Background: an optimization exercise with open tools, aiming at small area and a short achievable clock period. Do not read the settings as production practice.
In this exercise RTL edits were held to simulation tests only and were not proved equivalent to the original.

## sec.mem

```
0101101010000010
0100011110001101
0100000111111000
0100000001111111
0100000000011111
0100000000000111
0100000000000001
0100000000000000
0100000000000000
0100000000000000
0100000000000000
0100000000000000
0100000000000000
0100000000000000
0100000000000000
0100000000000000
```

## run.sh

```bash
#!/bin/bash
# synth_recipe.tcl (not shown) runs the flow's synth.tcl, then flattens the netlist and writes it again
# the make line also repeats each setting of config.mk as NAME=value (left out here)
make -C /OpenROAD-flow-scripts/flow DESIGN_CONFIG=/design/flow/config.mk WORK_HOME=/design/flow/orfs CLKGATE_MAP_FILE= SYNTH_SCRIPT=/design/flow/synth_recipe.tcl finish
```

## config.mk

```make
export PLATFORM = sky130hd
export DESIGN_NAME = cordicsqrt
export DESIGN_NICKNAME = cordicsqrt
export VERILOG_FILES = /design/flow/design.v
export SDC_FILE = /design/flow/constraint.sdc
export NUM_CORES = 4
export LEC_CHECK = 0
export CAP_MARGIN = 20
export CORE_MARGIN = 2
export CORE_UTILIZATION = 40
export SLEW_MARGIN = 20
```

## constraint.sdc

```tcl
create_clock -name core_clock -period 10.0 [get_ports {clk}]
set_input_delay 2.0000 -clock core_clock [delete_from_list [all_inputs] [get_ports {clk}]]
set_output_delay 2.0000 -clock core_clock [all_outputs]
set_load 0.01 [all_outputs]
```

## design.v

```verilog
module Vectoring_Single
  					 #(parameter i = 0,
    		  					 width = 16)
  					  (input clk,
                       input signed [width-1:0] xin,
                       input signed [width-1:0] yin,
                       input dir_in,
                       output dir_out,
                       input signed [width-1:0] x_ref,
                       output reg signed [width-1:0] x_out,y_out
                      );
  reg signed [width-1:0] x;
  reg signed [width-1:0] y;
  reg signed [width-1:0] x_add_out;
  reg signed [width-1:0] y_add_out;
  wire [width-1:0] x_shift;
  wire [width-1:0] y_shift;
  assign x_shift = xin >>> i;
  assign y_shift = yin >>> i;
  assign dir_out = (x_out < x_ref) & (y_out[width-1] == 0);
  always@(*)
    begin
      if(dir_in == 1)
        begin
          x_add_out = xin + y_shift;
          y_add_out = yin - x_shift;
        end
      else
        begin
          x_add_out = xin - y_shift;
          y_add_out = yin + x_shift;
        end
    end
  always@(posedge clk) begin
    x_out <= x_add_out;
  	y_out <= y_add_out;
  end
endmodule
module Rotation_Single
  					#(parameter i = 0,
    		  					 width = 16,
                      			 f_width = 14)
  					  (input clk,
                       input signed [width-1:0] xin,
                       input signed [width-1:0] yin,
                       input [1:0] dir_in,
                       input [width-1:0] sec,
                       output reg signed [width-1:0] x_out,y_out
                      );
  reg signed [width-1:0] x;
  reg signed [width-1:0] y;
  reg signed [width-1:0] x_add_out;
  reg signed [width-1:0] y_add_out;
  wire [width-1:0] x_shift;
  wire [width-1:0] y_shift;
  wire [2*width-1:0] x_mult;
  wire [2*width-1:0] y_mult;
  assign x_mult = sec*xin;
  assign y_mult = sec*yin;
  assign x_shift = xin >>> i;
  assign y_shift = yin >>> i;
  always@(*)
    begin
      if(dir_in[0] == 1)
        begin
          x_add_out = xin + y_shift;
          y_add_out = yin - x_shift;
        end
      else
        begin
          x_add_out = xin - y_shift;
          y_add_out = yin + x_shift;
        end
    end
  always@(posedge clk) begin
    if (dir_in[1]^dir_in[0] == 0) begin
    	x_out <= x_add_out;
  		y_out <= y_add_out;
    end  
    else begin
      x_out <= x_mult[width+f_width-1:f_width];
      y_out <= y_mult[width+f_width-1:f_width];
    end
  end
endmodule
module index16_module(input [15:0] num , output reg [3:0] out);
  always@(*)
    begin
      casez(num)
        16'b1zzzzzzzzzzzzzzz : out = 'd0;
        16'b01zzzzzzzzzzzzzz : out = 'd1;
        16'b001zzzzzzzzzzzzz : out = 'd2;
        16'b0001zzzzzzzzzzzz : out = 'd3;
        16'b00001zzzzzzzzzzz : out = 'd4;
        16'b000001zzzzzzzzzz : out = 'd5;
        16'b0000001zzzzzzzzz : out = 'd6;
        16'b00000001zzzzzzzz : out = 'd7;
        16'b000000001zzzzzzz : out = 'd8;
        16'b0000000001zzzzzz : out = 'd9;
        16'b00000000001zzzzz : out = 'd10;
        16'b000000000001zzzz : out = 'd11;
        16'b0000000000001zzz : out = 'd12;
        16'b00000000000001zz : out = 'd13;
        16'b000000000000001z : out = 'd14;
        16'b0000000000000001 : out = 'd15;
        default : out = 'd0;
      endcase
    end  
endmodule
module barrel_shift_left_16 (input [15:0] in, output [15:0] out, input [3:0] ctrl);
  wire [15:0] shift_0, shift_1, shift_2, shift_3;
  assign shift_0 = ctrl[0] ? in << 1 : in;
  assign shift_1 = ctrl[1] ? shift_0 << 2 : shift_0;
  assign shift_2 = ctrl[2] ? shift_1 << 4 : shift_1;
  assign shift_3 = ctrl[3] ? shift_2 << 8 : shift_2;
  assign out = shift_3;
endmodule
module barrel_shift_right_16 (input [15:0] in, output [15:0] out, input [3:0] ctrl);
  wire [15:0] shift_0, shift_1, shift_2, shift_3;
  assign shift_0 = ctrl[0] ? in >> 1 : in;
  assign shift_1 = ctrl[1] ? shift_0 >> 2 : shift_0;
  assign shift_2 = ctrl[2] ? shift_1 >> 4 : shift_1;
  assign shift_3 = ctrl[3] ? shift_2 >> 8 : shift_2;
  assign out = shift_3;
endmodule
module cordicsqrt 
  #( parameter width = 16,
    f_width = 14,
    out_f_width = 6
  )
  (
    input [width-1:0] N,
    input clk, in_valid,
    output reg [width-1:0] sqrt,
    output out_valid
  );
  localparam [0:15] zero_rot = 16'b0111010011110011;
  localparam [15:0] sf = 16'b0010011011011101,
  					sf_root_2 = 16'b0011011011110110;
  localparam latency = 17;
  wire [$clog2(width)-1:0] index;
  wire [$clog2(width):0] init_sf;
  assign init_sf = width - index;
  reg [$clog2(width):0] init_sf_delay [15:0];
  wire [width-1:0] left_barrel_out, scaled_N;
  assign scaled_N = left_barrel_out >> (width - f_width);
  reg valid_delay [latency-1:0];
  assign out_valid = valid_delay[latency-1];
  reg [width-1:0] sec [15:0];
  initial begin
    $readmemb("sec.mem",sec);
  end
  wire [width-1:0] vector_x_out [14:0];
  wire [width-1:0] vector_y_out [14:0];
  wire [width-1:0] rotate_x_out [15:0];
  wire [width-1:0] rotate_y_out [15:0];
  wire vector_dir_out [14:0];
  wire [2*width-1:0] N2;
  wire [width-1:0] x_init;
  assign N2 = (16'b10 << f_width)*scaled_N;
  assign x_init = N2[width+f_width-1:f_width] - (16'b1 << f_width);
  reg [width-1:0] x_ref [14:0];
  reg [2*width-1:0] x_ref_in [14:0];
  wire [2*width-1:0] scaled_out;
  assign scaled_out = init_sf_delay[15][0] ? rotate_x_out[15]*sf_root_2 : rotate_x_out[15]*sf;
  wire [width-1:0] right_barrel_out;
  always @ (posedge clk) begin
    sqrt <= right_barrel_out;
  end
  genvar i;
  integer j;
  for (i=1;i<15;i=i+1) begin
  Vectoring_Single
   #(.i(i),
     .width(width))
    Vectoring
    (.clk(clk),
     .xin(vector_x_out[i-1]),
     .yin(vector_y_out[i-1]),
     .dir_in(vector_dir_out[i-1]),
     .dir_out(vector_dir_out[i]),
     .x_ref(x_ref[i]),
     .x_out(vector_x_out[i]),
     .y_out(vector_y_out[i])
    );
  end
  for (i=1;i<16;i=i+1) begin   
     Rotation_Single
       #(.i(i),
         .width(width))
        Rotation
        (.clk(clk),
         .xin(rotate_x_out[i-1]),
         .yin(rotate_y_out[i-1]),
         .dir_in({vector_dir_out[i-1], zero_rot[i]}),
         .sec(sec[i]),
         .x_out(rotate_x_out[i]),
         .y_out(rotate_y_out[i])
        );
  end
    Vectoring_Single
  #(.i(0),
     .width(width))
    Vectoring_first
    (.clk(clk),
     .xin({{width-f_width-1{1'b0}},1'b1,{f_width{1'b0}}}),
     .yin('b0),
     .dir_in('b0),
     .dir_out(vector_dir_out[0]),
     .x_ref(x_ref[0]),
     .x_out(vector_x_out[0]),
     .y_out(vector_y_out[0])
    );
    Rotation_Single
  #(.i(0),
     .width(width))
    Rotation_first
    (.clk(clk),
     .xin(N == 0 ? 0 : {{width-f_width-1{1'b0}},1'b1,{f_width{1'b0}}}),
     .yin('b0),
     .dir_in('b00),
     .sec(sec[0]),
     .x_out(rotate_x_out[0]),
     .y_out(rotate_y_out[0])
    );
  always @ (*) begin
    x_ref_in[0] <= x_init*sec[0];
    for(j=1;j<15;j=j+1) begin
      x_ref_in[j] = x_ref[j-1]*sec[j];
    end
  end
  always @ (posedge clk) begin
    for(j=0;j<15;j=j+1) begin
      x_ref[j] <= x_ref_in[j][width+f_width-1:f_width];
    end
  end
  always @ (posedge clk) begin
    init_sf_delay[0] <= init_sf;
    for(j=1;j<16;j=j+1) begin
      init_sf_delay[j] <= init_sf_delay[j-1];
    end
  end
  always @ (posedge clk) begin
    valid_delay[0] <= in_valid;
    for(j=1;j<latency;j=j+1) begin
      valid_delay[j] <= valid_delay[j-1];
    end
  end
  index16_module index_module(.num(N) , 
                       .out(index)
                      ); 
  barrel_shift_left_16 brl_shft_in(.in(N), 
                                   .out(left_barrel_out),
                                .ctrl(index));
  barrel_shift_right_16 brl_shft_out(.in(scaled_out[width+f_width-1:f_width]), 
                                     .out(right_barrel_out),
                                     .ctrl(f_width - out_f_width - (init_sf_delay[15] >> 1)));
endmodule
```

==> summary.txt <==
==> cells in the final DEF (no fill, tap or decap), types with 47 or more instances in the layout <==
cell,count
fa_1,758
a21o_1,261
xnor2_1,580
mux2_2,51
ha_1,2315
or3_1,54
dfxtp_1,1120
buf_4,66
o31ai_1,103
inv_1,2104
and3_1,61
a21oi_1,626
nor3_1,177
nand2_1,612
xor2_1,257
o21bai_1,128
a21boi_0,88
o21a_1,77
or2_2,47
nor2b_1,118
a31oi_1,68
clkbuf_16,143
nand2b_1,99
mux2i_1,70
o21ai_0,563
nor2_1,529
nand3_1,112
==> kinds of logic after synthesis <==
kind of cell	Yosys count	share of synthesized area, %
other	2	0.00703
AND/OR/NAND/NOR	1995	8.85
multiplexers	124	1.26
flip-flops	1120	21.0
adder cells (fa/ha/maj)	3073	41.3
buffers and inverters	2244	7.89
XOR/XNOR	840	6.93
AO/OA/AOI/OAI	2182	12.7
==> per-stage QoR <==
stage / cell area (um2) / hold slack (ns)
floorplan: 107000 / 0.310
global placement: 112000 / 0.310
detailed placement: 112000 / 0.312
CTS: 116000 / 0.307
global route: 116000 / 0.314
finish: 116000 / 0.304
==> per-layer routing <==
metal  GRT usage [%]  vias to the layer above
met5               0                        -
li1                -                    38800
met2            28.5                      620
met4            4.13                        0
met1            20.6                    34200
met3            1.65                      308
==> cell type report <==
| class | instances | area [um2] |
|---|---|---|
| Clock buffer | 196 | 4080 |
| Clock inverter | 41 | 434 |
| Fill cell | 26200 | 149000 |
| Inverter | 2108 | 7910 |
| Multi-Input combinational cell | 8220 | 76100 |
| Sequential cell | 1120 | 22400 |
| Tap cell | 3533 | 4420 |
| Timing Repair Buffer | 100 | 836 |
==> cell usage after synthesis, types with 8 or more instances <==
cell type,instances,share of area (%)
nand2_1,612,2.2
nor3_1,177,0.83
a31o_2,19,0.16
ha_1,2315,27
xor2_1,257,2.1
nand3_1,112,0.52
o41ai_1,20,0.16
nor3b_1,17,0.12
o31a_1,13,0.11
clkbuf_1,107,0.38
o211ai_1,23,0.16
inv_1,2104,7.4
a21oi_1,630,3.0
o2111ai_1,16,0.13
and3_1,61,0.36
fa_1,758,14
nor2_1,530,1.9
nand3b_1,17,0.12
a2111oi_0,14,0.11
a21o_1,261,1.8
or3_1,54,0.32
or2_2,47,0.28
and2_1,39,0.23
nand4_1,43,0.25
nor2b_1,120,0.70
a31oi_1,68,0.40
nand4b_1,8,0.066
o31ai_1,103,0.72
a211oi_1,35,0.25
xnor2_1,580,4.8
a21boi_0,88,0.62
o21bai_1,128,0.90
nand2b_1,99,0.58
a211o_1,17,0.14
dfxtp_1,1120,21
o21a_1,79,0.56
buf_1,23,0.081
nor4_1,27,0.16
a221oi_1,9,0.074
o22ai_1,9,0.053
o21ai_0,564,2.6
mux2_2,51,0.54
mux2i_1,70,0.66
==> sequential cells by signal (all words and copies together), names as in the netlist, 16 cells and up <==
register,cells
genblk1.Vectoring.x_out,183
genblk1.Vectoring.y_out,168
genblk2.Rotation.x_out,222
genblk2.Rotation.y_out,193
init_sf_delay,80
sqrt,16
valid_delay,17
x_ref,240
==> path summary, 6_finish.rpt <==
kind	slack (ns)	start	endpoint	cells after the start
worst min-delay path	0.30	init_sf_delay[14][2]	init_sf_delay[15][2]	0
worst max register to register	2.74	genblk2[15].Rotation.x_out[10]	sqrt[0]	21
worst min register to register	0.30	init_sf_delay[14][2]	init_sf_delay[15][2]	0
worst max-delay path	1.16	N[4]	x_ref[0][15]	32
==> results.sh <==
export IMPL_cts_resized=0
export IMPL_report_final_slew_viol_count=0
export IMPL_cts_made_buffers=140
export IMPL_setup_violations=0
export IMPL_crit_path_top_delay_cell="nor4_1"
export IMPL_overflow=0
export IMPL_die_width_um=521
export IMPL_drv_cap=0
export IMPL_critPathLaunchType="input port"
export IMPL_grt_usage_pct=16.0
export IMPL_grt_max_degree=88
export IMPL_ys_ff_latch=1120
export IMPL_crit_family="adder cells"
export IMPL_dpl_cell_count=15100
export IMPL_drive_gt1_share_pct=3.73
export IMPL_wl_um=213000
export IMPL_gp_congestion=0.838
export IMPL_place_ws_ns=0.370
export IMPL_dp_hpwl_um=177000
export IMPL_wl_met3_um=5120
export IMPL_avgSynthCellArea_um2=9.22
export IMPL_ys_seq_area_share_pct=21.0
export IMPL_layoutNonFillerInstCount=15300
export IMPL_area_growth_pct=8.77
export IMPL_drtIter0Drc=2635
export IMPL_grt_pass1_wl_um=365000
export IMPL_cts_max_level=4
export IMPL_met1Wirelength_um=99800
export IMPL_cp_end_kind="flip-flop"
export IMPL_worst_slack_ns=1.16
export IMPL_critPathBufInv=7
export IMPL_hold_buffers=0
export IMPL_tightest_slew_ns=0.963
export IMPL_die_area_um2=271000
export IMPL_synth_area_um2=107000
export IMPL_synth_cell_types=95
export IMPL_top_layer="met4"
export IMPL_min_path_type="reg2reg"
export IMPL_cts_tree="yes"
export IMPL_relSlewSlack_pct=35.8
export IMPL_ios=35
export IMPL_finalHoldViolations=0
export IMPL_post_route_drc_count=0
export IMPL_coreArea_um2=265000
export IMPL_yosysWarnings=42
export IMPL_fin_tns_setup_ns=0
export IMPL_avgViaCountPerCell=4.83
export IMPL_syn_inst=11600
export IMPL_grt_pass1_vias=74500
export IMPL_row_count=189
export IMPL_port_buffers=34
export IMPL_synth_edf_count=0
export IMPL_cts_setup_buffers=0
export IMPL_rsz0062_at_grt="no"
export IMPL_antenna_found_initial=0
export IMPL_nets=14800
export IMPL_path_max_fanout=5
export IMPL_start_util_pct=40.3
export IMPL_ant_nets=0
export IMPL_clkSinkCount=1120
export IMPL_clockBufferDepth=4
export IMPL_num_antenna_cells=0
export IMPL_cts_clk_slew_worst_paths_ns=0.06
export IMPL_drt_first_pass_iters=5
export IMPL_path_class="in2reg"
export IMPL_ys_flop_type="dfxtp_1"
export IMPL_root_buffer="clkbuf_16"
export IMPL_vias=73900
export IMPL_crit_required_ns=10.69
export IMPL_fin_crit_ns=8.84
export IMPL_finClkSkew_ns=0.0606
export IMPL_fin_crit_sh_pct=88.4
export IMPL_die_h_um=521
export IMPL_dr_wl_met2_um=103000
export IMPL_crit_path_max_incr_delay_ns=0.52
export IMPL_worst_endpoint_arrival_ns=9.54
export IMPL_clk_latency_ns=0.82
export IMPL_finish_utilization_pct=43.8
export IMPL_outcome="no timing/DRC/antenna violations"
export IMPL_synthArstFlopShare_pct=0
export IMPL_post_drt_wl_per_cell_um=13.9
export IMPL_fmax_ghz=0.113

## static timing again, ports no longer ideal
In the flow no input, the clock included, has a driving cell. The finished layout below was timed again as built, in two steps.
Step 1, drivers: a clkbuf_16 drives clk and a buf_2 each remaining input, both assumed.
Step 2 also shifts input and output timing later by t, the mid clock arrival at the registers, as if the neighbouring blocks saw the same clock.
Slacks: ideal ports / drivers / drivers and shift; pairs: ideal ports / drivers.
shift t [ns]: 0.871
slack for setup (ns): 1.158 / 1.227 / 0.356
hold slack, ns: 0.304 / 0.304 / 0.304
After both steps this run still meets setup and hold. The setup slack of this run moves by +0.069 ns with the drivers and by -0.802 ns with both steps.
